Context: an optimization exercise on an open-source flow, tuned for small area and a short achievable clock period. The choices shown serve that exercise and are no tape-out recipe. Only simulation tests tie the RTL to the original design; equivalence was not proved. Power figures rest on the tool's default switching activity, not on a simulated workload.

==> design/flow/design.v <==
module mxu_pe_mac_lo (
    input wire [7:0] w,
    input wire one0, two0, neg0,
    input wire one1, two1, neg1,
    input wire [12:0] ps,
    output wire [12:0] lo,
    output wire t
);
  wire [8:0] pp0;
  assign pp0[0] = (one0 & w[0]) ^ neg0;
  assign pp0[1] = ((one0 & w[1]) | (two0 & w[0])) ^ neg0;
  assign pp0[2] = ((one0 & w[2]) | (two0 & w[1])) ^ neg0;
  assign pp0[3] = ((one0 & w[3]) | (two0 & w[2])) ^ neg0;
  assign pp0[4] = ((one0 & w[4]) | (two0 & w[3])) ^ neg0;
  assign pp0[5] = ((one0 & w[5]) | (two0 & w[4])) ^ neg0;
  assign pp0[6] = ((one0 & w[6]) | (two0 & w[5])) ^ neg0;
  assign pp0[7] = ((one0 & w[7]) | (two0 & w[6])) ^ neg0;
  assign pp0[8] = ((one0 & w[7]) | (two0 & w[7])) ^ neg0;
  wire [8:0] pp1;
  assign pp1[0] = (one1 & w[0]) ^ neg1;
  assign pp1[1] = ((one1 & w[1]) | (two1 & w[0])) ^ neg1;
  assign pp1[2] = ((one1 & w[2]) | (two1 & w[1])) ^ neg1;
  assign pp1[3] = ((one1 & w[3]) | (two1 & w[2])) ^ neg1;
  assign pp1[4] = ((one1 & w[4]) | (two1 & w[3])) ^ neg1;
  assign pp1[5] = ((one1 & w[5]) | (two1 & w[4])) ^ neg1;
  assign pp1[6] = ((one1 & w[6]) | (two1 & w[5])) ^ neg1;
  assign pp1[7] = ((one1 & w[7]) | (two1 & w[6])) ^ neg1;
  assign pp1[8] = ((one1 & w[7]) | (two1 & w[7])) ^ neg1;
  wire ly3, ls1, lc2;
  mxu_pe_hx u_ly3 (.a(ps[2]), .b(neg1), .x(ly3));
  mxu_pe_hx u_ls1 (.a(ly3), .b(pp0[2]), .x(ls1));
  mxu_pe_maj u_lc2 (.a(ps[2]), .b(neg1), .c(pp0[2]), .y(lc2));
  wire ly6, ls4, lc5;
  mxu_pe_hx u_ly6 (.a(ps[3]), .b(pp0[3]), .x(ly6));
  mxu_pe_hx u_ls4 (.a(ly6), .b(pp1[1]), .x(ls4));
  mxu_pe_maj u_lc5 (.a(ps[3]), .b(pp0[3]), .c(pp1[1]), .y(lc5));
  wire ly9, ls7, lc8;
  mxu_pe_hx u_ly9 (.a(ps[4]), .b(pp0[4]), .x(ly9));
  mxu_pe_hx u_ls7 (.a(ly9), .b(pp1[2]), .x(ls7));
  mxu_pe_maj u_lc8 (.a(ps[4]), .b(pp0[4]), .c(pp1[2]), .y(lc8));
  wire ly12, ls10, lc11;
  mxu_pe_hx u_ly12 (.a(ps[5]), .b(pp0[5]), .x(ly12));
  mxu_pe_hx u_ls10 (.a(ly12), .b(pp1[3]), .x(ls10));
  mxu_pe_maj u_lc11 (.a(ps[5]), .b(pp0[5]), .c(pp1[3]), .y(lc11));
  wire ly15, ls13, lc14;
  mxu_pe_hx u_ly15 (.a(ps[6]), .b(pp0[6]), .x(ly15));
  mxu_pe_hx u_ls13 (.a(ly15), .b(pp1[4]), .x(ls13));
  mxu_pe_maj u_lc14 (.a(ps[6]), .b(pp0[6]), .c(pp1[4]), .y(lc14));
  wire ly18, ls16, lc17;
  mxu_pe_hx u_ly18 (.a(ps[7]), .b(pp0[7]), .x(ly18));
  mxu_pe_hx u_ls16 (.a(ly18), .b(pp1[5]), .x(ls16));
  mxu_pe_maj u_lc17 (.a(ps[7]), .b(pp0[7]), .c(pp1[5]), .y(lc17));
  wire ly21, ls19, lc20;
  mxu_pe_hx u_ly21 (.a(~ps[8]), .b(~pp0[8]), .x(ly21));
  mxu_pe_hx u_ls19 (.a(ly21), .b(pp1[6]), .x(ls19));
  mxu_pe_maj u_lc20 (.a(~ps[8]), .b(~pp0[8]), .c(pp1[6]), .y(lc20));
  wire ly24, ls22, lc23;
  mxu_pe_hx u_ly24 (.a(~ps[9]), .b(pp1[7]), .x(ly24));
  mxu_pe_hx u_ls22 (.a(ly24), .b(ps[8]), .x(ls22));
  mxu_pe_maj u_lc23 (.a(~ps[9]), .b(pp1[7]), .c(ps[8]), .y(lc23));
  wire ly27, ls25, lc26;
  mxu_pe_hx u_ly27 (.a(ps[10]), .b(~pp1[8]), .x(ly27));
  mxu_pe_hx u_ls25 (.a(ly27), .b(ps[9]), .x(ls25));
  mxu_pe_maj u_lc26 (.a(ps[10]), .b(~pp1[8]), .c(ps[9]), .y(lc26));
  wire [12:0] ra = {ps[12], ~ps[11], ls25, ls22, ls19, ls16, ls13, ls10, ls7, ls4, ls1, ps[1], ps[0]};
  wire [12:0] rb = {ps[11], lc26, lc23, lc20, lc17, lc14, lc11, lc8, lc5, lc2, pp1[0], pp0[1], pp0[0]};
  mxu_pe_add13 add (.a(ra), .b(rb), .cin(neg0), .sum(lo), .cout(t));
endmodule
module mxu_pe_mac_hi (
    input wire [7:0] w,
    input wire one2, two2, neg2,
    input wire one3, two3, neg3,
    input wire [23:0] x,
    input wire t,
    output wire [23:0] result
);
  wire [8:0] pp2;
  assign pp2[0] = (one2 & w[0]) ^ neg2;
  assign pp2[1] = ((one2 & w[1]) | (two2 & w[0])) ^ neg2;
  assign pp2[2] = ((one2 & w[2]) | (two2 & w[1])) ^ neg2;
  assign pp2[3] = ((one2 & w[3]) | (two2 & w[2])) ^ neg2;
  assign pp2[4] = ((one2 & w[4]) | (two2 & w[3])) ^ neg2;
  assign pp2[5] = ((one2 & w[5]) | (two2 & w[4])) ^ neg2;
  assign pp2[6] = ((one2 & w[6]) | (two2 & w[5])) ^ neg2;
  assign pp2[7] = ((one2 & w[7]) | (two2 & w[6])) ^ neg2;
  assign pp2[8] = ((one2 & w[7]) | (two2 & w[7])) ^ neg2;
  wire [8:0] pp3;
  assign pp3[0] = (one3 & w[0]) ^ neg3;
  assign pp3[1] = ((one3 & w[1]) | (two3 & w[0])) ^ neg3;
  assign pp3[2] = ((one3 & w[2]) | (two3 & w[1])) ^ neg3;
  assign pp3[3] = ((one3 & w[3]) | (two3 & w[2])) ^ neg3;
  assign pp3[4] = ((one3 & w[4]) | (two3 & w[3])) ^ neg3;
  assign pp3[5] = ((one3 & w[5]) | (two3 & w[4])) ^ neg3;
  assign pp3[6] = ((one3 & w[6]) | (two3 & w[5])) ^ neg3;
  assign pp3[7] = ((one3 & w[7]) | (two3 & w[6])) ^ neg3;
  assign pp3[8] = ((one3 & w[7]) | (two3 & w[7])) ^ neg3;
  wire hy3, hs1, hc2;
  mxu_pe_hx u_hy3 (.a(x[6]), .b(neg3), .x(hy3));
  mxu_pe_hx u_hs1 (.a(hy3), .b(pp2[2]), .x(hs1));
  mxu_pe_maj u_hc2 (.a(x[6]), .b(neg3), .c(pp2[2]), .y(hc2));
  wire hy6, hs4, hc5;
  mxu_pe_hx u_hy6 (.a(x[7]), .b(pp2[3]), .x(hy6));
  mxu_pe_hx u_hs4 (.a(hy6), .b(pp3[1]), .x(hs4));
  mxu_pe_maj u_hc5 (.a(x[7]), .b(pp2[3]), .c(pp3[1]), .y(hc5));
  wire hy9, hs7, hc8;
  mxu_pe_hx u_hy9 (.a(x[8]), .b(pp2[4]), .x(hy9));
  mxu_pe_hx u_hs7 (.a(hy9), .b(pp3[2]), .x(hs7));
  mxu_pe_maj u_hc8 (.a(x[8]), .b(pp2[4]), .c(pp3[2]), .y(hc8));
  wire hy12, hs10, hc11;
  mxu_pe_hx u_hy12 (.a(x[9]), .b(pp2[5]), .x(hy12));
  mxu_pe_hx u_hs10 (.a(hy12), .b(pp3[3]), .x(hs10));
  mxu_pe_maj u_hc11 (.a(x[9]), .b(pp2[5]), .c(pp3[3]), .y(hc11));
  wire hy15, hs13, hc14;
  mxu_pe_hx u_hy15 (.a(x[10]), .b(pp2[6]), .x(hy15));
  mxu_pe_hx u_hs13 (.a(hy15), .b(pp3[4]), .x(hs13));
  mxu_pe_maj u_hc14 (.a(x[10]), .b(pp2[6]), .c(pp3[4]), .y(hc14));
  wire hy18, hs16, hc17;
  mxu_pe_hx u_hy18 (.a(x[11]), .b(pp2[7]), .x(hy18));
  mxu_pe_hx u_hs16 (.a(hy18), .b(pp3[5]), .x(hs16));
  mxu_pe_maj u_hc17 (.a(x[11]), .b(pp2[7]), .c(pp3[5]), .y(hc17));
  wire hy21, hs19, hc20;
  mxu_pe_hx u_hy21 (.a(x[12]), .b(~pp2[8]), .x(hy21));
  mxu_pe_hx u_hs19 (.a(hy21), .b(pp3[6]), .x(hs19));
  mxu_pe_maj u_hc20 (.a(x[12]), .b(~pp2[8]), .c(pp3[6]), .y(hc20));
  wire hy24, hs22, hc23;
  mxu_pe_hx u_hy24 (.a(~x[13]), .b(t), .x(hy24));
  mxu_pe_hx u_hs22 (.a(hy24), .b(pp3[7]), .x(hs22));
  mxu_pe_maj u_hc23 (.a(~x[13]), .b(t), .c(pp3[7]), .y(hc23));
  wire hy27, hs25, hc26;
  mxu_pe_hx u_hy27 (.a(x[14]), .b(~pp3[8]), .x(hy27));
  mxu_pe_hx u_hs25 (.a(hy27), .b(x[13]), .x(hs25));
  mxu_pe_maj u_hc26 (.a(x[14]), .b(~pp3[8]), .c(x[13]), .y(hc26));
  wire [19:0] ra = {~x[23], ~x[22], ~x[21], ~x[20], ~x[19], ~x[18], ~x[17], ~x[16], ~x[15], hs25, hs22, hs19, hs16, hs13, hs10, hs7, hs4, hs1, x[5], x[4]};
  wire [19:0] rb = {x[22], x[21], x[20], x[19], x[18], x[17], x[16], x[15], hc26, hc23, hc20, hc17, hc14, hc11, hc8, hc5, hc2, pp3[0], pp2[1], pp2[0]};
  wire [19:0] sum;
  wire c_unused;
  mxu_pe_add20 add (.a(ra), .b(rb), .cin(neg2), .sum(sum), .cout(c_unused));
  assign result = {sum, x[3:0]};
endmodule
module mxu_pe_add13 (
    input wire [12:0] a,
    input wire [12:0] b,
    input wire cin,
    output wire [12:0] sum,
    output wire cout
);
  wire [12:0] x;
  wire gn0_1, pn0_1;
  mxu_pe_pg0 u_pg0 (.a(a[0]), .b(b[0]), .gn(gn0_1), .pn(pn0_1));
  mxu_pe_hx u_x0 (.a(a[0]), .b(b[0]), .x(x[0]));
  wire gn0_2, pn0_2;
  mxu_pe_pg0 u_pg1 (.a(a[1]), .b(b[1]), .gn(gn0_2), .pn(pn0_2));
  mxu_pe_hx u_x1 (.a(a[1]), .b(b[1]), .x(x[1]));
  wire gn0_3, pn0_3;
  mxu_pe_pg0 u_pg2 (.a(a[2]), .b(b[2]), .gn(gn0_3), .pn(pn0_3));
  mxu_pe_hx u_x2 (.a(a[2]), .b(b[2]), .x(x[2]));
  wire gn0_4, pn0_4;
  mxu_pe_pg0 u_pg3 (.a(a[3]), .b(b[3]), .gn(gn0_4), .pn(pn0_4));
  mxu_pe_hx u_x3 (.a(a[3]), .b(b[3]), .x(x[3]));
  wire gn0_5, pn0_5;
  mxu_pe_pg0 u_pg4 (.a(a[4]), .b(b[4]), .gn(gn0_5), .pn(pn0_5));
  mxu_pe_hx u_x4 (.a(a[4]), .b(b[4]), .x(x[4]));
  wire gn0_6, pn0_6;
  mxu_pe_pg0 u_pg5 (.a(a[5]), .b(b[5]), .gn(gn0_6), .pn(pn0_6));
  mxu_pe_hx u_x5 (.a(a[5]), .b(b[5]), .x(x[5]));
  wire gn0_7, pn0_7;
  mxu_pe_pg0 u_pg6 (.a(a[6]), .b(b[6]), .gn(gn0_7), .pn(pn0_7));
  mxu_pe_hx u_x6 (.a(a[6]), .b(b[6]), .x(x[6]));
  wire gn0_8, pn0_8;
  mxu_pe_pg0 u_pg7 (.a(a[7]), .b(b[7]), .gn(gn0_8), .pn(pn0_8));
  mxu_pe_hx u_x7 (.a(a[7]), .b(b[7]), .x(x[7]));
  wire gn0_9, pn0_9;
  mxu_pe_pg0 u_pg8 (.a(a[8]), .b(b[8]), .gn(gn0_9), .pn(pn0_9));
  mxu_pe_hx u_x8 (.a(a[8]), .b(b[8]), .x(x[8]));
  wire gn0_10, pn0_10;
  mxu_pe_pg0 u_pg9 (.a(a[9]), .b(b[9]), .gn(gn0_10), .pn(pn0_10));
  mxu_pe_hx u_x9 (.a(a[9]), .b(b[9]), .x(x[9]));
  wire gn0_11, pn0_11;
  mxu_pe_pg0 u_pg10 (.a(a[10]), .b(b[10]), .gn(gn0_11), .pn(pn0_11));
  mxu_pe_hx u_x10 (.a(a[10]), .b(b[10]), .x(x[10]));
  wire gn0_12, pn0_12;
  mxu_pe_pg0 u_pg11 (.a(a[11]), .b(b[11]), .gn(gn0_12), .pn(pn0_12));
  mxu_pe_hx u_x11 (.a(a[11]), .b(b[11]), .x(x[11]));
  wire gn0_13, pn0_13;
  mxu_pe_pg0 u_pg12 (.a(a[12]), .b(b[12]), .gn(gn0_13), .pn(pn0_13));
  mxu_pe_hx u_x12 (.a(a[12]), .b(b[12]), .x(x[12]));
  wire cinn = ~cin;
  wire g1_0 = ~cinn;
  wire g1_1;
  mxu_pe_gi u_n1_1 (.gnh(gn0_1), .pnh(pn0_1), .gnl(cinn), .g(g1_1));
  wire g1_2 = ~gn0_2;
  wire p1_2 = ~pn0_2;
  wire g1_3, p1_3;
  mxu_pe_gpi u_n1_3 (.gnh(gn0_3), .pnh(pn0_3), .gnl(gn0_2), .pnl(pn0_2), .g(g1_3), .p(p1_3));
  wire g1_4 = ~gn0_4;
  wire p1_4 = ~pn0_4;
  wire g1_5, p1_5;
  mxu_pe_gpi u_n1_5 (.gnh(gn0_5), .pnh(pn0_5), .gnl(gn0_4), .pnl(pn0_4), .g(g1_5), .p(p1_5));
  wire g1_6 = ~gn0_6;
  wire p1_6 = ~pn0_6;
  wire g1_7, p1_7;
  mxu_pe_gpi u_n1_7 (.gnh(gn0_7), .pnh(pn0_7), .gnl(gn0_6), .pnl(pn0_6), .g(g1_7), .p(p1_7));
  wire g1_8 = ~gn0_8;
  wire p1_8 = ~pn0_8;
  wire g1_9, p1_9;
  mxu_pe_gpi u_n1_9 (.gnh(gn0_9), .pnh(pn0_9), .gnl(gn0_8), .pnl(pn0_8), .g(g1_9), .p(p1_9));
  wire g1_10 = ~gn0_10;
  wire p1_10 = ~pn0_10;
  wire g1_11, p1_11;
  mxu_pe_gpi u_n1_11 (.gnh(gn0_11), .pnh(pn0_11), .gnl(gn0_10), .pnl(pn0_10), .g(g1_11), .p(p1_11));
  wire g1_12 = ~gn0_12;
  wire p1_12 = ~pn0_12;
  wire g1_13, p1_13;
  mxu_pe_gpi u_n1_13 (.gnh(gn0_13), .pnh(pn0_13), .gnl(gn0_12), .pnl(pn0_12), .g(g1_13), .p(p1_13));
  wire g2_0 = ~g1_0;
  wire g2_1 = ~g1_1;
  wire g2_2;
  mxu_pe_gt u_n2_2 (.gh(g1_2), .ph(p1_2), .gl(g1_1), .gn(g2_2));
  wire g2_3;
  mxu_pe_gt u_n2_3 (.gh(g1_3), .ph(p1_3), .gl(g1_1), .gn(g2_3));
  wire g2_4 = ~g1_4;
  wire p2_4 = ~p1_4;
  wire g2_5 = ~g1_5;
  wire p2_5 = ~p1_5;
  wire g2_6, p2_6;
  mxu_pe_gpt u_n2_6 (.gh(g1_6), .ph(p1_6), .gl(g1_5), .pl(p1_5), .gn(g2_6), .pn(p2_6));
  wire g2_7, p2_7;
  mxu_pe_gpt u_n2_7 (.gh(g1_7), .ph(p1_7), .gl(g1_5), .pl(p1_5), .gn(g2_7), .pn(p2_7));
  wire g2_8 = ~g1_8;
  wire p2_8 = ~p1_8;
  wire g2_9 = ~g1_9;
  wire p2_9 = ~p1_9;
  wire g2_10, p2_10;
  mxu_pe_gpt u_n2_10 (.gh(g1_10), .ph(p1_10), .gl(g1_9), .pl(p1_9), .gn(g2_10), .pn(p2_10));
  wire g2_11, p2_11;
  mxu_pe_gpt u_n2_11 (.gh(g1_11), .ph(p1_11), .gl(g1_9), .pl(p1_9), .gn(g2_11), .pn(p2_11));
  wire g2_12 = ~g1_12;
  wire p2_12 = ~p1_12;
  wire g2_13 = ~g1_13;
  wire p2_13 = ~p1_13;
  wire g3_0 = ~g2_0;
  wire g3_1 = ~g2_1;
  wire g3_2 = ~g2_2;
  wire g3_3 = ~g2_3;
  wire g3_4;
  mxu_pe_gi u_n3_4 (.gnh(g2_4), .pnh(p2_4), .gnl(g2_3), .g(g3_4));
  wire g3_5;
  mxu_pe_gi u_n3_5 (.gnh(g2_5), .pnh(p2_5), .gnl(g2_3), .g(g3_5));
  wire g3_6;
  mxu_pe_gi u_n3_6 (.gnh(g2_6), .pnh(p2_6), .gnl(g2_3), .g(g3_6));
  wire g3_7;
  mxu_pe_gi u_n3_7 (.gnh(g2_7), .pnh(p2_7), .gnl(g2_3), .g(g3_7));
  wire g3_8 = ~g2_8;
  wire p3_8 = ~p2_8;
  wire g3_9 = ~g2_9;
  wire p3_9 = ~p2_9;
  wire g3_10 = ~g2_10;
  wire p3_10 = ~p2_10;
  wire g3_11 = ~g2_11;
  wire p3_11 = ~p2_11;
  wire g3_12, p3_12;
  mxu_pe_gpi u_n3_12 (.gnh(g2_12), .pnh(p2_12), .gnl(g2_11), .pnl(p2_11), .g(g3_12), .p(p3_12));
  wire g3_13, p3_13;
  mxu_pe_gpi u_n3_13 (.gnh(g2_13), .pnh(p2_13), .gnl(g2_11), .pnl(p2_11), .g(g3_13), .p(p3_13));
  wire g4_0 = ~g3_0;
  wire g4_1 = ~g3_1;
  wire g4_2 = ~g3_2;
  wire g4_3 = ~g3_3;
  wire g4_4 = ~g3_4;
  wire g4_5 = ~g3_5;
  wire g4_6 = ~g3_6;
  wire g4_7 = ~g3_7;
  wire g4_8;
  mxu_pe_gt u_n4_8 (.gh(g3_8), .ph(p3_8), .gl(g3_7), .gn(g4_8));
  wire g4_9;
  mxu_pe_gt u_n4_9 (.gh(g3_9), .ph(p3_9), .gl(g3_7), .gn(g4_9));
  wire g4_10;
  mxu_pe_gt u_n4_10 (.gh(g3_10), .ph(p3_10), .gl(g3_7), .gn(g4_10));
  wire g4_11;
  mxu_pe_gt u_n4_11 (.gh(g3_11), .ph(p3_11), .gl(g3_7), .gn(g4_11));
  wire g4_12;
  mxu_pe_gt u_n4_12 (.gh(g3_12), .ph(p3_12), .gl(g3_7), .gn(g4_12));
  wire g4_13;
  mxu_pe_gt u_n4_13 (.gh(g3_13), .ph(p3_13), .gl(g3_7), .gn(g4_13));
  assign sum[0] = ~(x[0] ^ g4_0);
  assign sum[1] = ~(x[1] ^ g4_1);
  assign sum[2] = ~(x[2] ^ g4_2);
  assign sum[3] = ~(x[3] ^ g4_3);
  assign sum[4] = ~(x[4] ^ g4_4);
  assign sum[5] = ~(x[5] ^ g4_5);
  assign sum[6] = ~(x[6] ^ g4_6);
  assign sum[7] = ~(x[7] ^ g4_7);
  assign sum[8] = ~(x[8] ^ g4_8);
  assign sum[9] = ~(x[9] ^ g4_9);
  assign sum[10] = ~(x[10] ^ g4_10);
  assign sum[11] = ~(x[11] ^ g4_11);
  assign sum[12] = ~(x[12] ^ g4_12);
  assign cout = ~g4_13;
endmodule
module mxu_pe_add20 (
    input wire [19:0] a,
    input wire [19:0] b,
    input wire cin,
    output wire [19:0] sum,
    output wire cout
);
  wire [19:0] x;
  wire gn0_1, pn0_1;
  mxu_pe_pg0 u_pg0 (.a(a[0]), .b(b[0]), .gn(gn0_1), .pn(pn0_1));
  mxu_pe_hx u_x0 (.a(a[0]), .b(b[0]), .x(x[0]));
  wire gn0_2, pn0_2;
  mxu_pe_pg0 u_pg1 (.a(a[1]), .b(b[1]), .gn(gn0_2), .pn(pn0_2));
  mxu_pe_hx u_x1 (.a(a[1]), .b(b[1]), .x(x[1]));
  wire gn0_3, pn0_3;
  mxu_pe_pg0 u_pg2 (.a(a[2]), .b(b[2]), .gn(gn0_3), .pn(pn0_3));
  mxu_pe_hx u_x2 (.a(a[2]), .b(b[2]), .x(x[2]));
  wire gn0_4, pn0_4;
  mxu_pe_pg0 u_pg3 (.a(a[3]), .b(b[3]), .gn(gn0_4), .pn(pn0_4));
  mxu_pe_hx u_x3 (.a(a[3]), .b(b[3]), .x(x[3]));
  wire gn0_5, pn0_5;
  mxu_pe_pg0 u_pg4 (.a(a[4]), .b(b[4]), .gn(gn0_5), .pn(pn0_5));
  mxu_pe_hx u_x4 (.a(a[4]), .b(b[4]), .x(x[4]));
  wire gn0_6, pn0_6;
  mxu_pe_pg0 u_pg5 (.a(a[5]), .b(b[5]), .gn(gn0_6), .pn(pn0_6));
  mxu_pe_hx u_x5 (.a(a[5]), .b(b[5]), .x(x[5]));
  wire gn0_7, pn0_7;
  mxu_pe_pg0 u_pg6 (.a(a[6]), .b(b[6]), .gn(gn0_7), .pn(pn0_7));
  mxu_pe_hx u_x6 (.a(a[6]), .b(b[6]), .x(x[6]));
  wire gn0_8, pn0_8;
  mxu_pe_pg0 u_pg7 (.a(a[7]), .b(b[7]), .gn(gn0_8), .pn(pn0_8));
  mxu_pe_hx u_x7 (.a(a[7]), .b(b[7]), .x(x[7]));
  wire gn0_9, pn0_9;
  mxu_pe_pg0 u_pg8 (.a(a[8]), .b(b[8]), .gn(gn0_9), .pn(pn0_9));
  mxu_pe_hx u_x8 (.a(a[8]), .b(b[8]), .x(x[8]));
  wire gn0_10, pn0_10;
  mxu_pe_pg0 u_pg9 (.a(a[9]), .b(b[9]), .gn(gn0_10), .pn(pn0_10));
  mxu_pe_hx u_x9 (.a(a[9]), .b(b[9]), .x(x[9]));
  wire gn0_11, pn0_11;
  mxu_pe_pg0 u_pg10 (.a(a[10]), .b(b[10]), .gn(gn0_11), .pn(pn0_11));
  mxu_pe_hx u_x10 (.a(a[10]), .b(b[10]), .x(x[10]));
  wire gn0_12, pn0_12;
  mxu_pe_pg0 u_pg11 (.a(a[11]), .b(b[11]), .gn(gn0_12), .pn(pn0_12));
  mxu_pe_hx u_x11 (.a(a[11]), .b(b[11]), .x(x[11]));
  wire gn0_13, pn0_13;
  mxu_pe_pg0 u_pg12 (.a(a[12]), .b(b[12]), .gn(gn0_13), .pn(pn0_13));
  mxu_pe_hx u_x12 (.a(a[12]), .b(b[12]), .x(x[12]));
  wire gn0_14, pn0_14;
  mxu_pe_pg0 u_pg13 (.a(a[13]), .b(b[13]), .gn(gn0_14), .pn(pn0_14));
  mxu_pe_hx u_x13 (.a(a[13]), .b(b[13]), .x(x[13]));
  wire gn0_15, pn0_15;
  mxu_pe_pg0 u_pg14 (.a(a[14]), .b(b[14]), .gn(gn0_15), .pn(pn0_15));
  mxu_pe_hx u_x14 (.a(a[14]), .b(b[14]), .x(x[14]));
  wire gn0_16, pn0_16;
  mxu_pe_pg0 u_pg15 (.a(a[15]), .b(b[15]), .gn(gn0_16), .pn(pn0_16));
  mxu_pe_hx u_x15 (.a(a[15]), .b(b[15]), .x(x[15]));
  wire gn0_17, pn0_17;
  mxu_pe_pg0 u_pg16 (.a(a[16]), .b(b[16]), .gn(gn0_17), .pn(pn0_17));
  mxu_pe_hx u_x16 (.a(a[16]), .b(b[16]), .x(x[16]));
  wire gn0_18, pn0_18;
  mxu_pe_pg0 u_pg17 (.a(a[17]), .b(b[17]), .gn(gn0_18), .pn(pn0_18));
  mxu_pe_hx u_x17 (.a(a[17]), .b(b[17]), .x(x[17]));
  wire gn0_19, pn0_19;
  mxu_pe_pg0 u_pg18 (.a(a[18]), .b(b[18]), .gn(gn0_19), .pn(pn0_19));
  mxu_pe_hx u_x18 (.a(a[18]), .b(b[18]), .x(x[18]));
  wire gn0_20, pn0_20;
  mxu_pe_pg0 u_pg19 (.a(a[19]), .b(b[19]), .gn(gn0_20), .pn(pn0_20));
  mxu_pe_hx u_x19 (.a(a[19]), .b(b[19]), .x(x[19]));
  wire cinn = ~cin;
  wire g1_0 = ~cinn;
  wire g1_1;
  mxu_pe_gi u_n1_1 (.gnh(gn0_1), .pnh(pn0_1), .gnl(cinn), .g(g1_1));
  wire g1_2 = ~gn0_2;
  wire p1_2 = ~pn0_2;
  wire g1_3, p1_3;
  mxu_pe_gpi u_n1_3 (.gnh(gn0_3), .pnh(pn0_3), .gnl(gn0_2), .pnl(pn0_2), .g(g1_3), .p(p1_3));
  wire g1_4 = ~gn0_4;
  wire p1_4 = ~pn0_4;
  wire g1_5, p1_5;
  mxu_pe_gpi u_n1_5 (.gnh(gn0_5), .pnh(pn0_5), .gnl(gn0_4), .pnl(pn0_4), .g(g1_5), .p(p1_5));
  wire g1_6 = ~gn0_6;
  wire p1_6 = ~pn0_6;
  wire g1_7, p1_7;
  mxu_pe_gpi u_n1_7 (.gnh(gn0_7), .pnh(pn0_7), .gnl(gn0_6), .pnl(pn0_6), .g(g1_7), .p(p1_7));
  wire g1_8 = ~gn0_8;
  wire p1_8 = ~pn0_8;
  wire g1_9, p1_9;
  mxu_pe_gpi u_n1_9 (.gnh(gn0_9), .pnh(pn0_9), .gnl(gn0_8), .pnl(pn0_8), .g(g1_9), .p(p1_9));
  wire g1_10 = ~gn0_10;
  wire p1_10 = ~pn0_10;
  wire g1_11, p1_11;
  mxu_pe_gpi u_n1_11 (.gnh(gn0_11), .pnh(pn0_11), .gnl(gn0_10), .pnl(pn0_10), .g(g1_11), .p(p1_11));
  wire g1_12 = ~gn0_12;
  wire p1_12 = ~pn0_12;
  wire g1_13, p1_13;
  mxu_pe_gpi u_n1_13 (.gnh(gn0_13), .pnh(pn0_13), .gnl(gn0_12), .pnl(pn0_12), .g(g1_13), .p(p1_13));
  wire g1_14 = ~gn0_14;
  wire p1_14 = ~pn0_14;
  wire g1_15, p1_15;
  mxu_pe_gpi u_n1_15 (.gnh(gn0_15), .pnh(pn0_15), .gnl(gn0_14), .pnl(pn0_14), .g(g1_15), .p(p1_15));
  wire g1_16 = ~gn0_16;
  wire p1_16 = ~pn0_16;
  wire g1_17, p1_17;
  mxu_pe_gpi u_n1_17 (.gnh(gn0_17), .pnh(pn0_17), .gnl(gn0_16), .pnl(pn0_16), .g(g1_17), .p(p1_17));
  wire g1_18 = ~gn0_18;
  wire p1_18 = ~pn0_18;
  wire g1_19, p1_19;
  mxu_pe_gpi u_n1_19 (.gnh(gn0_19), .pnh(pn0_19), .gnl(gn0_18), .pnl(pn0_18), .g(g1_19), .p(p1_19));
  wire g1_20 = ~gn0_20;
  wire p1_20 = ~pn0_20;
  wire g2_0 = ~g1_0;
  wire g2_1 = ~g1_1;
  wire g2_2;
  mxu_pe_gt u_n2_2 (.gh(g1_2), .ph(p1_2), .gl(g1_1), .gn(g2_2));
  wire g2_3;
  mxu_pe_gt u_n2_3 (.gh(g1_3), .ph(p1_3), .gl(g1_1), .gn(g2_3));
  wire g2_4 = ~g1_4;
  wire p2_4 = ~p1_4;
  wire g2_5 = ~g1_5;
  wire p2_5 = ~p1_5;
  wire g2_6, p2_6;
  mxu_pe_gpt u_n2_6 (.gh(g1_6), .ph(p1_6), .gl(g1_5), .pl(p1_5), .gn(g2_6), .pn(p2_6));
  wire g2_7, p2_7;
  mxu_pe_gpt u_n2_7 (.gh(g1_7), .ph(p1_7), .gl(g1_5), .pl(p1_5), .gn(g2_7), .pn(p2_7));
  wire g2_8 = ~g1_8;
  wire p2_8 = ~p1_8;
  wire g2_9 = ~g1_9;
  wire p2_9 = ~p1_9;
  wire g2_10, p2_10;
  mxu_pe_gpt u_n2_10 (.gh(g1_10), .ph(p1_10), .gl(g1_9), .pl(p1_9), .gn(g2_10), .pn(p2_10));
  wire g2_11, p2_11;
  mxu_pe_gpt u_n2_11 (.gh(g1_11), .ph(p1_11), .gl(g1_9), .pl(p1_9), .gn(g2_11), .pn(p2_11));
  wire g2_12 = ~g1_12;
  wire p2_12 = ~p1_12;
  wire g2_13 = ~g1_13;
  wire p2_13 = ~p1_13;
  wire g2_14, p2_14;
  mxu_pe_gpt u_n2_14 (.gh(g1_14), .ph(p1_14), .gl(g1_13), .pl(p1_13), .gn(g2_14), .pn(p2_14));
  wire g2_15, p2_15;
  mxu_pe_gpt u_n2_15 (.gh(g1_15), .ph(p1_15), .gl(g1_13), .pl(p1_13), .gn(g2_15), .pn(p2_15));
  wire g2_16 = ~g1_16;
  wire p2_16 = ~p1_16;
  wire g2_17 = ~g1_17;
  wire p2_17 = ~p1_17;
  wire g2_18, p2_18;
  mxu_pe_gpt u_n2_18 (.gh(g1_18), .ph(p1_18), .gl(g1_17), .pl(p1_17), .gn(g2_18), .pn(p2_18));
  wire g2_19, p2_19;
  mxu_pe_gpt u_n2_19 (.gh(g1_19), .ph(p1_19), .gl(g1_17), .pl(p1_17), .gn(g2_19), .pn(p2_19));
  wire g2_20 = ~g1_20;
  wire p2_20 = ~p1_20;
  wire g3_0 = ~g2_0;
  wire g3_1 = ~g2_1;
  wire g3_2 = ~g2_2;
  wire g3_3 = ~g2_3;
  wire g3_4;
  mxu_pe_gi u_n3_4 (.gnh(g2_4), .pnh(p2_4), .gnl(g2_3), .g(g3_4));
  wire g3_5;
  mxu_pe_gi u_n3_5 (.gnh(g2_5), .pnh(p2_5), .gnl(g2_3), .g(g3_5));
  wire g3_6;
  mxu_pe_gi u_n3_6 (.gnh(g2_6), .pnh(p2_6), .gnl(g2_3), .g(g3_6));
  wire g3_7;
  mxu_pe_gi u_n3_7 (.gnh(g2_7), .pnh(p2_7), .gnl(g2_3), .g(g3_7));
  wire g3_8 = ~g2_8;
  wire p3_8 = ~p2_8;
  wire g3_9 = ~g2_9;
  wire p3_9 = ~p2_9;
  wire g3_10 = ~g2_10;
  wire p3_10 = ~p2_10;
  wire g3_11 = ~g2_11;
  wire p3_11 = ~p2_11;
  wire g3_12, p3_12;
  mxu_pe_gpi u_n3_12 (.gnh(g2_12), .pnh(p2_12), .gnl(g2_11), .pnl(p2_11), .g(g3_12), .p(p3_12));
  wire g3_13, p3_13;
  mxu_pe_gpi u_n3_13 (.gnh(g2_13), .pnh(p2_13), .gnl(g2_11), .pnl(p2_11), .g(g3_13), .p(p3_13));
  wire g3_14, p3_14;
  mxu_pe_gpi u_n3_14 (.gnh(g2_14), .pnh(p2_14), .gnl(g2_11), .pnl(p2_11), .g(g3_14), .p(p3_14));
  wire g3_15, p3_15;
  mxu_pe_gpi u_n3_15 (.gnh(g2_15), .pnh(p2_15), .gnl(g2_11), .pnl(p2_11), .g(g3_15), .p(p3_15));
  wire g3_16 = ~g2_16;
  wire p3_16 = ~p2_16;
  wire g3_17 = ~g2_17;
  wire p3_17 = ~p2_17;
  wire g3_18 = ~g2_18;
  wire p3_18 = ~p2_18;
  wire g3_19 = ~g2_19;
  wire p3_19 = ~p2_19;
  wire g3_20, p3_20;
  mxu_pe_gpi u_n3_20 (.gnh(g2_20), .pnh(p2_20), .gnl(g2_19), .pnl(p2_19), .g(g3_20), .p(p3_20));
  wire g4_0 = ~g3_0;
  wire g4_1 = ~g3_1;
  wire g4_2 = ~g3_2;
  wire g4_3 = ~g3_3;
  wire g4_4 = ~g3_4;
  wire g4_5 = ~g3_5;
  wire g4_6 = ~g3_6;
  wire g4_7 = ~g3_7;
  wire g4_8;
  mxu_pe_gt u_n4_8 (.gh(g3_8), .ph(p3_8), .gl(g3_7), .gn(g4_8));
  wire g4_9;
  mxu_pe_gt u_n4_9 (.gh(g3_9), .ph(p3_9), .gl(g3_7), .gn(g4_9));
  wire g4_10;
  mxu_pe_gt u_n4_10 (.gh(g3_10), .ph(p3_10), .gl(g3_7), .gn(g4_10));
  wire g4_11;
  mxu_pe_gt u_n4_11 (.gh(g3_11), .ph(p3_11), .gl(g3_7), .gn(g4_11));
  wire g4_12;
  mxu_pe_gt u_n4_12 (.gh(g3_12), .ph(p3_12), .gl(g3_7), .gn(g4_12));
  wire g4_13;
  mxu_pe_gt u_n4_13 (.gh(g3_13), .ph(p3_13), .gl(g3_7), .gn(g4_13));
  wire g4_14;
  mxu_pe_gt u_n4_14 (.gh(g3_14), .ph(p3_14), .gl(g3_7), .gn(g4_14));
  wire g4_15;
  mxu_pe_gt u_n4_15 (.gh(g3_15), .ph(p3_15), .gl(g3_7), .gn(g4_15));
  wire g4_16 = ~g3_16;
  wire p4_16 = ~p3_16;
  wire g4_17 = ~g3_17;
  wire p4_17 = ~p3_17;
  wire g4_18 = ~g3_18;
  wire p4_18 = ~p3_18;
  wire g4_19 = ~g3_19;
  wire p4_19 = ~p3_19;
  wire g4_20 = ~g3_20;
  wire p4_20 = ~p3_20;
  wire g5_0 = ~g4_0;
  wire g5_1 = ~g4_1;
  wire g5_2 = ~g4_2;
  wire g5_3 = ~g4_3;
  wire g5_4 = ~g4_4;
  wire g5_5 = ~g4_5;
  wire g5_6 = ~g4_6;
  wire g5_7 = ~g4_7;
  wire g5_8 = ~g4_8;
  wire g5_9 = ~g4_9;
  wire g5_10 = ~g4_10;
  wire g5_11 = ~g4_11;
  wire g5_12 = ~g4_12;
  wire g5_13 = ~g4_13;
  wire g5_14 = ~g4_14;
  wire g5_15 = ~g4_15;
  wire g5_16;
  mxu_pe_gi u_n5_16 (.gnh(g4_16), .pnh(p4_16), .gnl(g4_15), .g(g5_16));
  wire g5_17;
  mxu_pe_gi u_n5_17 (.gnh(g4_17), .pnh(p4_17), .gnl(g4_15), .g(g5_17));
  wire g5_18;
  mxu_pe_gi u_n5_18 (.gnh(g4_18), .pnh(p4_18), .gnl(g4_15), .g(g5_18));
  wire g5_19;
  mxu_pe_gi u_n5_19 (.gnh(g4_19), .pnh(p4_19), .gnl(g4_15), .g(g5_19));
  wire g5_20;
  mxu_pe_gi u_n5_20 (.gnh(g4_20), .pnh(p4_20), .gnl(g4_15), .g(g5_20));
  assign sum[0] = x[0] ^ g5_0;
  assign sum[1] = x[1] ^ g5_1;
  assign sum[2] = x[2] ^ g5_2;
  assign sum[3] = x[3] ^ g5_3;
  assign sum[4] = x[4] ^ g5_4;
  assign sum[5] = x[5] ^ g5_5;
  assign sum[6] = x[6] ^ g5_6;
  assign sum[7] = x[7] ^ g5_7;
  assign sum[8] = x[8] ^ g5_8;
  assign sum[9] = x[9] ^ g5_9;
  assign sum[10] = x[10] ^ g5_10;
  assign sum[11] = x[11] ^ g5_11;
  assign sum[12] = x[12] ^ g5_12;
  assign sum[13] = x[13] ^ g5_13;
  assign sum[14] = x[14] ^ g5_14;
  assign sum[15] = x[15] ^ g5_15;
  assign sum[16] = x[16] ^ g5_16;
  assign sum[17] = x[17] ^ g5_17;
  assign sum[18] = x[18] ^ g5_18;
  assign sum[19] = x[19] ^ g5_19;
  assign cout = g5_20;
endmodule
module mxu_pe_hipre (input wire [8:0] xh, input wire c, output wire [8:0] sel0,
                     output wire [8:0] sel1);
  wire [8:0] xh_m1 = xh - 9'd1;
  wire [8:0] xh_p1 = xh + 9'd1;
  assign sel0 = c ? xh : xh_m1;
  assign sel1 = c ? xh_p1 : xh;
endmodule
module mxu_pe_mux9 (input wire [8:0] sel0, input wire [8:0] sel1, input wire s,
                    output wire [8:0] y);
  assign y = s ? sel1 : sel0;
endmodule
module mxu_pe_pg0 (input wire a, input wire b, output wire gn, output wire pn);
  assign gn = ~(a & b);
  assign pn = ~(a | b);
endmodule
module mxu_pe_maj (input wire a, input wire b, input wire c, output wire y);
  assign y = (a & b) | (a & c) | (b & c);
endmodule
module mxu_pe_hx (input wire a, input wire b, output wire x);
  assign x = a ^ b;
endmodule
module mxu_pe_gpt (input wire gh, input wire ph, input wire gl, input wire pl,
                   output wire gn, output wire pn);
  assign gn = ~(gh | (ph & gl));
  assign pn = ~(ph & pl);
endmodule
module mxu_pe_gpi (input wire gnh, input wire pnh, input wire gnl, input wire pnl,
                   output wire g, output wire p);
  assign g = ~(gnh & (pnh | gnl));
  assign p = ~(pnh | pnl);
endmodule
module mxu_pe_gt (input wire gh, input wire ph, input wire gl, output wire gn);
  assign gn = ~(gh | (ph & gl));
endmodule
module mxu_pe_gi (input wire gnh, input wire pnh, input wire gnl, output wire g);
  assign g = ~(gnh & (pnh | gnl));
endmodule
module mxu_pe #(
    parameter Y_INDEX = 0   
) (
    input wire clk,
    input wire rst_n,
    input wire load_phase,
    input wire [7:0] load_weight_target_y,
    input wire [7:0] load_weight,
    input wire [7:0] activation,
    input wire [23:0] partial_sum,
    output reg [23:0] result,
    output reg phase_out,
    output reg [7:0] load_weight_target_y_out,
    output reg [7:0] weight_out,
    output reg [7:0] activation_out_bw
);
  reg ld1, ld2;
  reg [7:0] ty1, ty2;
  reg [7:0] lw1, lw2;
  reg [7:0] act1, act2, act3, act4;
  reg two0_1, one1_1, two1_1;   
  reg one2_2, two2_2, one3_2, two3_2;   
  reg [23:0] ps1;
  reg [23:0] mac2;
  reg mac2_t;
  reg [7:0] w_cur, w_old, w_nx1, w_nx2;
  wire hit2 = ld2 && (ty2 == Y_INDEX);
  wire [12:0] lo1;
  wire t1;
  wire [23:0] x2 = {mac2[23:13], ~mac2[12], mac2[11:0]};
  wire [23:0] sum2;
  mxu_pe_mac_lo mac_lo (
      .w(w_cur),
      .one0(act1[0]),
      .two0(two0_1),
      .neg0(act1[1]),
      .one1(one1_1),
      .two1(two1_1),
      .neg1(act1[3]),
      .ps(ps1[12:0]),
      .lo(lo1),
      .t(t1)
  );
  mxu_pe_mac_hi mac_hi (
      .w(w_old),
      .one2(one2_2),
      .two2(two2_2),
      .neg2(act2[5]),
      .one3(one3_2),
      .two3(two3_2),
      .neg3(act2[7]),
      .x(x2),
      .t(mac2_t),
      .result(sum2)
  );
  always @(posedge clk or negedge rst_n) begin
    if (!rst_n) begin
      ld1 <= 1'b0;
      ty1 <= 8'b0;
      lw1 <= 8'b0;
      ld2 <= 1'b0;
      ty2 <= 8'b0;
      lw2 <= 8'b0;
      phase_out <= 1'b0;
      load_weight_target_y_out <= 8'b0;
      weight_out <= 8'b0;
      act1 <= 8'b0;
      act2 <= 8'b0;
      act3 <= 8'b0;
      act4 <= 8'b0;
      activation_out_bw <= 8'b0;
      two0_1 <= 1'b0;
      one1_1 <= 1'b0;
      two1_1 <= 1'b0;
      one2_2 <= 1'b0;
      two2_2 <= 1'b0;
      one3_2 <= 1'b0;
      two3_2 <= 1'b0;
      ps1 <= 24'b0;
      mac2 <= 24'b0;
      mac2_t <= 1'b0;
      result <= 24'b0;
      w_cur <= 8'b0;
      w_old <= 8'b0;
      w_nx1 <= 8'b0;
      w_nx2 <= 8'b0;
    end else begin
      ld1 <= load_phase;
      ty1 <= load_weight_target_y;
      lw1 <= load_weight;
      ld2 <= ld1;
      ty2 <= ty1;
      lw2 <= lw1;
      phase_out <= ld2;
      load_weight_target_y_out <= ty2;
      weight_out <= lw2;
      act1 <= activation;
      act2 <= act1;
      act3 <= act2;
      act4 <= act3;
      activation_out_bw <= act4;
      two0_1 <= activation[1] & ~activation[0];
      one1_1 <= activation[2] ^ activation[1];
      two1_1 <= (activation[3] ^ activation[2]) & ~(activation[2] ^ activation[1]);
      one2_2 <= act1[4] ^ act1[3];
      two2_2 <= (act1[5] ^ act1[4]) & ~(act1[4] ^ act1[3]);
      one3_2 <= act1[6] ^ act1[5];
      two3_2 <= (act1[7] ^ act1[6]) & ~(act1[6] ^ act1[5]);
      ps1 <= partial_sum;
      mac2 <= {ps1[23:13], ~lo1[12], lo1[11:0]};
      mac2_t <= t1;
      result <= sum2;
      w_nx2 <= hit2 ? lw2 : w_old;
      w_nx1 <= w_nx2;
      w_cur <= w_nx1;
      w_old <= w_cur;
    end
  end
endmodule
==> design/flow/flow/run.sh <==
#!/bin/bash
# Standard ORFS layout with smaller port buffers and a clock tree without dummy loads.
set -euo pipefail
export BUFFER_PORTS_ARGS="-buffer_cell sky130_fd_sc_hd__buf_1"
export CTS_ARGS="-sink_clustering_enable -sink_clustering_size 30 -sink_clustering_max_diameter 80 -repair_clock_nets -dont_use_dummy_load -buf_list {sky130_fd_sc_hd__clkbuf_16}"
bash standard.sh > standard_flow.log 2>&1
==> design/flow/standard.sh <==
#!/bin/bash
# synth_recipe.tcl (not shown) runs the flow's synth.tcl, then flattens the netlist and writes it again
# the make line also repeats each setting of config.mk as NAME=value (left out here)
make -C /OpenROAD-flow-scripts/flow DESIGN_CONFIG=/design/flow/config.mk WORK_HOME=/design/flow/orfs CLKGATE_MAP_FILE= SYNTH_SCRIPT=/design/flow/synth_recipe.tcl "${@:-finish}"
==> design/flow/config.mk <==
export PLATFORM = sky130hd
export DESIGN_NAME = mxu_pe
export DESIGN_NICKNAME = mxu_pe
export VERILOG_FILES = /design/flow/design.v
export SDC_FILE = /design/flow/constraint.sdc
export NUM_CORES = 4
export LEC_CHECK = 0
export CAP_MARGIN = 20
export CORE_MARGIN = 2
export CORE_UTILIZATION = 60
export SETUP_SLACK_MARGIN = 3.8
export SLEW_MARGIN = 20
export SYNTH_HIERARCHICAL = 1
==> design/flow/constraint.sdc <==
create_clock -name core_clock -period 6.2 [get_ports {clk}]
set_input_delay 1.2400 -clock core_clock [delete_from_list [all_inputs] [get_ports {clk}]]
set_output_delay 1.2400 -clock core_clock [all_outputs]
set_load 0.01 [all_outputs]
==> results of run 1 <==
-- placed cells by master, fill, tap and decap left out, drive strengths merged --
| cell type | count |
|---|---|
| nor2b | 1 |
| a21oi | 30 |
| nand4b | 1 |
| mux2 | 8 |
| maj3 | 18 |
| nor2 | 55 |
| nor3 | 1 |
| nand2b | 1 |
| xnor2 | 49 |
| o21ai | 42 |
| dfrtp | 203 |
| nor4 | 1 |
| xor2 | 92 |
| a22oi | 28 |
| nand3b | 1 |
| inv | 56 |
| nand2 | 52 |
| clkbuf | 12 |
| buf | 152 |
-- stage by stage --
step           std cells  util [%]  hold WS [ps]
2_1_floorplan        655         -           331
3_3_place_gp         915      65.5           331
3_5_place_dp         915      65.5           335
4_1_cts              964      70.8           354
5_1_grt              979      73.1           359
6_report             979      73.1           353
-- worst min-delay path by stage --
stage	cells after the start	to	slack, ps
floorplan	0	act2[2]	330
global placement	0	act3[6]	330
detailed placement	0	activation_out_bw[2]	330
CTS	0	mac2[17]	350
global route	0	mac2[16]	360
finish	0	mac2[16]	350
-- power groups by stage --
stage	logic, mW	clock network (mW)	registers (mW)
5_1_grt	1.18	0.760	1.58
6_report	1.07	0.680	1.56
3_5_place_dp	0.814	0	1.59
4_1_cts	0.979	0.712	1.56
2_1_floorplan	0.623	0	1.60
3_3_place_gp	0.790	0	1.58
-- per-layer routing --
metal / part of all wire, % / routed length (microns)
met1: 41 / 5600
met2: 54 / 7460
met3: 3.2 / 440
met4: 2.3 / 311
met5: 0 / 0
-- layout make-up --
class / count / share of cell area [%]
Sequential cell: 203 / 52.5
Multi-Input combinational cell: 380 / 31.3
Timing Repair Buffer: 153 / 8.85
Clock buffer: 11 / 2.83
Tap cell: 176 / 2.26
Inverter: 56 / 2.16
-- critical path: cells and delay by family, from the launching register on --
family,cells,cell delay (ps)
xor+xnor,2,290
compound gates,3,520
simple gates,4,500
flops,1,490
buf+inv,1,200
fa+ha+maj,1,380
-- repair_timing --
action | in CTS | in global routing
resized for setup | 42 | 45
buffers inserted | 38 | 14
pin swaps | 24 | 34
endpoints found under the setup margin | 20 | 20
==> impl_results.md, run 1 <==
* Initial antenna violation count at 0
* Tot Pwr at 3.31 mW
* IO Count at 100
* Iter 0 DRT Violations at 129
* Layout cells sized above 1 at 26.8%
* Worst setup path end: result[21]
* Final setup fails at 0
* Number of buffers added on ports at 99
* Max-cap viol count at 0
* Post-synth design cell area at 0.00819 sq mm
* # diodes at 0
* Tcrit/Tclk final at 41.0%
* Cell Int Power at 2.29 mW
* Die W at 121 microns
* Grt met2 use at 34.9%
* Residual DRC at 0
* Total global-route track usage at 18.8%
* Net Sw Power at 1.02 mW
* Slew margin rel. at 57.5%
* CTS tree: built
* YS warnings at 7
* Final Cell Area at 0.00972 sq mm
* CP peak stage delay at 490 ps
* Vias in the first global route at 4926
* Sw Ratio at 30.8%
* Pre-antenna DRT Iters at 4
* Post-layout net count at 856
* DR WL/cell at 14.1 microns
* Core Area at 0.0133 sq mm
* Crit path DAT at 2840 ps
* Die footprint at 0.0146 sq mm
* Final Skew at 34.3 ps
* Placed Area at 0.00871 sq mm
* Sequential cell area at 0.00511 sq mm
* Detailed placement HPWL at 9360 microns
* Final ANT Viol Nets at 0
* M1 GR Usage at 23.1%
* Final worst slack at 3660 ps
* Grt ovf at 0
* Worst Hold Launch: ps1[16]
* Worst vdd ir at 335 uV
* Syn Nets at 706
* Die height at 121 microns
* Synthesized instance count at 655
* Grt peak-use layer: met2
* CTS root buffer: clkbuf_16
* Crit path kind: reg2reg
* Area grow syn2layout at 18.7%
* Hold Buf Count CTS at 0
* Gp weighted congestion at 0.813
* Critical path startpoint: one3_2
* Crit-path cells: buf_2, a22oi_2, xnor2_1, maj3_2, nor2_1, nor2_4, nand2_2, nor2_2, a21oi_4, o21ai_2, xor2_1
* Vias per cell at 5.00
* Fin. max-slew vios at 0
* R2R setup slack at 3660 ps
* Largest net degree at the start of global routing at 130
* Crit start category: register
* Leakage at 4.33 nW
* Area of the multi-input gates at 0.00305 sq mm
* Max Freq at 393 MHz
* Setup Slack @ Placement at 3410 ps
* Crit path time final at 2540 ps
* Cell Pwr Density at 341 mW/mm^2
* Top flop regs: mac2 (24), ps1 (24), result (24)
* Starting density of the core at 61.6%
* Clock transition at path regs at 100 ps
* Longest Clk Path Bufs at 3
* First-pass GRT wire length at 22200 microns
* H-tree level count at 1
* Setup TNS at 0 ps
* CP required at 6500 ps
* M3 GR Usage at 2.58%
* Fin. Hold Viols at 0
* Measured slew at the worst slew-check pin at 638 ps
* TritonCTS Sinks at 203
* Status: complete, no violations
* Skew-Pair Late Insertion Delay at 450 ps
* Seq pwr share at 47.2%
* Slowest-stage cell, CP: dfrtp_2
* Worst Reg-to-Reg Cells at 11
* Filler cells at 909
* Critical path capture point type: register
* RSZ-0062 raised after global routing: yes
* Worst hold path class: reg2reg
* Clk network pwr share at 20.5%
* Drt total wl at 13800 microns
* Reg-to-reg critical path endpoint: result[21]
* FP Rows at 42
* FF-to-FF Start: one3_2
* Syn Area/Cell at 12.5 sq um
* Comb pwr share at 32.3%
* Vias at 4893
* Max FO, Critical Path at 6
* Num CTS Buffers at 11
==> run 2, diff against run 1 <==
--- a/design/flow/config.mk
+++ b/design/flow/config.mk
@@ -8,6 +8,6 @@
 export CAP_MARGIN = 20
 export CORE_MARGIN = 2
 export CORE_UTILIZATION = 60
-export SETUP_SLACK_MARGIN = 3.8
+export SETUP_SLACK_MARGIN = 3.6
 export SLEW_MARGIN = 20
 export SYNTH_HIERARCHICAL = 1
==> run 2 against run 1 <==
Net effect: still clean; register-to-register slack better by 80 ps; hold slack worse by 9.4 ps; routed wire length is 8.0% lower; combinational power is 13% lower; global-route usage is 0.81 points lower; sequential share of layout area is 1.9 points higher; critical path depth stayed put; maximum frequency is 3.2% higher.
==> impl_results.md, run 2 <==
* # diodes at 0
* Syn Area/Cell at 12.5 sq um
* Final setup fails at 0
* CP peak stage delay at 500 ps
* Most common cell after layout, fill and taps aside: dfrtp_1
* Iter 0 DRT Violations at 162
* CTS tree: built
* Largest net degree at the start of global routing at 85
* Tcrit/Tclk final at 39.7%
* Critical path capture point type: register
* Number of buffers added on ports at 99
* Crit path kind: reg2reg
* Crit-path leading delay family: compound AO/OA/AOI/OAI gates
* Worst hold path class: reg2reg
* Hold Path Depth at 0
* Max-cap viol count at 0
* IO Count at 100
* Max FO, Critical Path at 8
* M1 GR Usage at 23.0%
* YS warnings at 7
* Grt peak-use layer: met2
* Critical path startpoint: one2_2
* H-tree level count at 1
* Net Sw Power at 0.980 mW
* Leakage at 4.17 nW
* Fin. max-slew vios at 0
* Measured slew at the worst slew-check pin at 796 ps
* Comb pwr share at 29.2%
* Die footprint at 0.0146 sq mm
* Crit-path cells: a22oi_1, xnor2_1, xor2_1, xor2_2, nor2_2, o21ai_4, a21oi_2, o21ai_4, a21oi_4, o21ai_1, xor2_1
* Die W at 121 microns
* M3 GR Usage at 2.54%
* Pre-antenna DRT Iters at 4
* TritonCTS Sinks at 203
* Top flop regs: mac2 (24), ps1 (24), result (24)
* Syn Nets at 706
* Setup TNS at 0 ps
* FF-to-FF Start: one2_2
* Slowest-stage cell, CP: dfrtp_2
* Core Area at 0.0133 sq mm
* R2R setup slack at 3740 ps
* Hold WS at 344 ps
* Core Util, Final at 70.4%
* Grt ovf at 0
* Clk network pwr share at 21.7%
* Worst Reg-to-Reg Cells at 11
* Clock transition at path regs at 100 ps
* Post-layout net count at 830
* FP Rows at 42
* First-pass GRT wire length at 21200 microns
* Worst Hold Launch: ty1[1]
* Reg-to-reg critical path endpoint: result[22]
* Final Skew at 40.9 ps
* DR WL/cell at 13.3 microns
* Area grow syn2layout at 14.3%
* Vias per cell at 4.94
* Grt met2 use at 33.0%
* Total global-route track usage at 18.0%
* RSZ-0062 raised after global routing: yes
* Vias in the first global route at 4645
* WP buf/inv at 0
* Longest Clk Path Bufs at 3
* Critical Path Stages at 11
* Cell Pwr Density at 340 mW/mm^2
* CP required at 6540 ps
* Seq pwr share at 49.1%
* Crit path DAT at 2800 ps
* Final ANT Viol Nets at 0
* Starting density of the core at 61.6%
* Drt total wl at 12700 microns
* Gp weighted congestion at 0.772
* Post-synth design cell area at 0.00819 sq mm
* Skew-Pair Late Insertion Delay at 450 ps
* Residual DRC at 0
* Most frequent cells in the layout: dfrtp_1, buf_1, xor2_1
* Worst setup path end: result[22]
* Status: complete, no violations
* Sw Ratio at 30.8%
* Slew margin rel. at 46.9%
* Synthesized instance count at 655
* CTS root buffer: clkbuf_16
* Initial antenna violation count at 0
* Num CTS Buffers at 11
* Detailed placement HPWL at 9000 microns
* Worst vdd ir at 235 uV
* Crit path time final at 2460 ps
* Max Freq at 406 MHz
* Cell Int Power at 2.20 mW
* Vias at 4708
* Crit start category: register
* Die height at 121 microns
* Fin. Hold Viols at 0
* Layout cells sized above 1 at 22.0%
run 2: final cells by class:
class                   count  area [sq um]
flip-flops and latches    203          5100
inverters                  56           210
repair buffers            127           591
well taps                 176           220
clock buffers              11           275
multi-input cells         380          2970
fillers                   972          3930
run 2: per-layer routing:
layer,part of all wire [%],up-vias
li1,-,2313
met1,42,2302
met2,53,80
met3,3.8,13
met4,1.6,0
met5,0,-
run 2: worst min-delay path by stage:
stage | to | slack, ps
global route | ty2[1] | 360
global placement | ty2[6] | 330
finish | ty2[1] | 340
CTS | activation_out_bw[2] | 350
floorplan | act2[2] | 330
detailed placement | act3[3] | 330
run 2: power groups by stage:
| stage | Combinational [mW] | Sequential, mW | Clock [mW] |
|---|---|---|---|
| floorplan | 0.607 | 1.60 | 0 |
| global placement | 0.773 | 1.58 | 0 |
| detailed placement | 0.795 | 1.59 | 0 |
| CTS | 0.840 | 1.56 | 0.721 |
| global route | 1.04 | 1.58 | 0.766 |
| finish | 0.930 | 1.56 | 0.690 |
run 2: per-stage QoR:
| stage | cells | total power, mW | area, sq um | worst slack, ps |
|---|---|---|---|---|
| 2_1_floorplan | 655 | 2.21 | 8200 | 3650 |
| 3_3_place_gp | 916 | 2.36 | 8660 | 3310 |
| 3_5_place_dp | 916 | 2.38 | 8660 | 3230 |
| 4_1_cts | 929 | 3.12 | 9010 | 3610 |
| 5_1_grt | 953 | 3.38 | 9370 | 3570 |
| 6_report | 953 | 3.18 | 9370 | 3740 |
run 2: what timing repair did:
action                                  in CTS  in global routing
pin swaps                                    1                 27
gates resized for setup                     13                 44
buffers inserted                             2                 24
hold buffers                                 0                  0
endpoints found under the setup margin      19                 19
==> run 3, diff against run 2 <==
--- a/design/flow/config.mk
+++ b/design/flow/config.mk
@@ -8,6 +8,7 @@
 export CAP_MARGIN = 20
 export CORE_MARGIN = 2
 export CORE_UTILIZATION = 60
+export GPL_TIMING_DRIVEN = 1
 export SETUP_SLACK_MARGIN = 3.6
 export SLEW_MARGIN = 20
 export SYNTH_HIERARCHICAL = 1
==> run 3 against run 2 <==
Net effect: still clean on timing, DRC and antenna; synthesized cell count unchanged; die area is the same; cell count is the same; non-clock buffer count stayed put; sequential cell count unchanged; register-to-register slack about the same; combinational power about the same; routed wire length unchanged; total power did not move; largest cell class unchanged; largest power group unchanged.
==> impl_results.md, run 3 <==
* Status: complete, no violations
* Num CTS Buffers at 11
* CP peak stage delay at 500 ps
* RSZ-0062 raised after global routing: yes
* Largest net degree at the start of global routing at 85
* Grt ovf at 0
* FF-to-FF Start: one2_2
* Vias at 4708
* Crit start category: register
* Worst setup path end: result[22]
* DR WL/cell at 13.3 microns
* Worst Reg-to-Reg Cells at 11
* Number of buffers added on ports at 99
* Tcrit/Tclk final at 39.7%
* Pre-antenna DRT Iters at 4
* YS warnings at 7
* # diodes at 0
* Seq pwr share at 49.1%
* TritonCTS Sinks at 203
* Residual DRC at 0
* H-tree level count at 1
* Fin. Hold Viols at 0
* Post-layout net count at 830
* Vias per cell at 4.94
* CTS root buffer: clkbuf_16
* R2R setup slack at 3740 ps
* Max-cap viol count at 0
* Syn Nets at 706
* FP Rows at 42
* Post-synth design cell area at 0.00819 sq mm
* Iter 0 DRT Violations at 162
* Hold Buf Count CTS at 0
* Worst vdd ir at 235 uV
* Setup TNS at 0 ps
* Reg-to-reg critical path endpoint: result[22]
* Initial antenna violation count at 0
* Area grow syn2layout at 14.3%
* Crit path DAT at 2800 ps
* First-pass GRT wire length at 21200 microns
* CP required at 6540 ps
* Non-filler cells in the finished layout at 953
* Core Area at 0.0133 sq mm
* Layout cells sized above 1 at 22.0%
* Die footprint at 0.0146 sq mm
* Most common cell after layout, fill and taps aside: dfrtp_1
* Skew-Pair Late Insertion Delay at 450 ps
* Detailed placement HPWL at 9000 microns
* Most frequent cells in the layout: dfrtp_1, buf_1, xor2_1
* Gp weighted congestion at 0.772
* Top flop regs: mac2 (24), ps1 (24), result (24)
* Critical path startpoint: one2_2
* Net Sw Power at 0.980 mW
* Vias in the first global route at 4645
* Crit path kind: reg2reg
* Final Skew at 40.9 ps
* Max Freq at 406 MHz
* Starting density of the core at 61.6%
* Sw Ratio at 30.8%
* Longest Clk Path Bufs at 3
* Max FO, Critical Path at 8
* Worst hold path class: reg2reg
* Drt total wl at 12700 microns
* Placed cells at 916
* Synthesized instance count at 655
* Die height at 121 microns
* Fin. max-slew vios at 0
* Final ANT Viol Nets at 0
* Slowest-stage cell, CP: dfrtp_2
* Filler cells at 972
* Slew margin rel. at 46.9%
* Final setup fails at 0
* CTS tree: built
* Syn Area/Cell at 12.5 sq um
* IO Count at 100
* Cell Int Power at 2.20 mW
* Measured slew at the worst slew-check pin at 796 ps
* Comb pwr share at 29.2%
* Clk network pwr share at 21.7%
* Clock transition at path regs at 100 ps
* Critical path capture point type: register
* Total global-route track usage at 18.0%
* Die W at 121 microns
* Cell Pwr Density at 340 mW/mm^2
* Crit path time final at 2460 ps
* Crit-path cells: a22oi_1, xnor2_1, xor2_1, xor2_2, nor2_2, o21ai_4, a21oi_2, o21ai_4, a21oi_4, o21ai_1, xor2_1
* Leakage at 4.17 nW
run 3: timing repair:
action | 4_1_cts | 5_1_grt
setup buffers | 2 | 24
endpoints found under the hold margin | 0 | 0
gates resized for setup | 13 | 44
pin swaps | 1 | 27
setup endpoints to repair | 19 | 19
run 3: how the worst min path moves through the flow:
stage / from / end / slack, ps / cells past startpoint
2_1_floorplan: act1[2] / act2[2] / 330 / 0
3_3_place_gp: ty1[6] / ty2[6] / 330 / 0
3_5_place_dp: act2[3] / act3[3] / 330 / 0
4_1_cts: act4[2] / activation_out_bw[2] / 350 / 0
5_1_grt: ty1[1] / ty2[1] / 360 / 0
6_report: ty1[1] / ty2[1] / 340 / 0
run 3: metal layers:
layer / vias up / global-route usage (%) / wire (microns)
li1: 2313 / - / -
met1: 2302 / 23.0 / 5280
met2: 80 / 33.0 / 6750
met3: 13 / 2.54 / 481
met4: 0 / 3.49 / 201
met5: - / 0 / 0
run 3: stage by stage:
stage          utilization (%)  hold slack, ps  setup slack, ps  area [sq um]  total power [mW]
2_1_floorplan                -             331             3650          8200              2.21
5_1_grt                   70.4             356             3570          9370              3.38
6_report                  70.4             344             3740          9370              3.18
3_3_place_gp              65.2             332             3310          8660              2.36
4_1_cts                   67.7             345             3610          9010              3.12
3_5_place_dp              65.2             335             3230          8660              2.38
run 3: power groups by stage:
stage / clock, mW / sequential [mW] / combinational, mW
2_1_floorplan: 0 / 1.60 / 0.607
3_3_place_gp: 0 / 1.58 / 0.773
3_5_place_dp: 0 / 1.59 / 0.795
4_1_cts: 0.721 / 1.56 / 0.840
5_1_grt: 0.766 / 1.58 / 1.04
6_report: 0.690 / 1.56 / 0.930
run 3: area by class of cell:
type	count	area [sq um]	area share [%]
clock buffer	11	275	2.94
inverter	56	210	2.24
multi-input combinational	380	2970	31.7
sequential	203	5100	54.5
tap	176	220	2.35
timing repair buffer	127	591	6.31
run 3: worst max-delay path, delay by kind of cell (launching register included):
kind	cells	cell delay, ps
XOR/XNOR	4	730
flip-flops	1	500
AND/OR/NAND/NOR	1	190
AO/OA/AOI/OAI	6	920

separate check: timing with driven ports:
How much do the figures lean on ideal ports? The routed layouts below were timed once more, with nothing changed but the port constraints.
Step 1 assumes that a clkbuf_16 drives the clock port and a buf_2 every other input.
Step 2 moves the port delays by t, midway between the first and last clock arrival at a register: inputs arrive t later, outputs are due t later. That takes back most of the time a late clock gives input paths.
Three values: ideal, step 1, step 2; two values: the first two.
run	t, ns	setup slack, ns	cell pins on the clock port's net
run 1	0.476	3.658 / 3.658 / 3.658	1
run 2	0.473	3.737 / 3.737 / 3.562	1
run 3	0.473	3.737 / 3.737 / 3.562	1
After both steps every run listed still meets setup and hold. The worst setup slack also covers recovery checks on asynchronous resets.
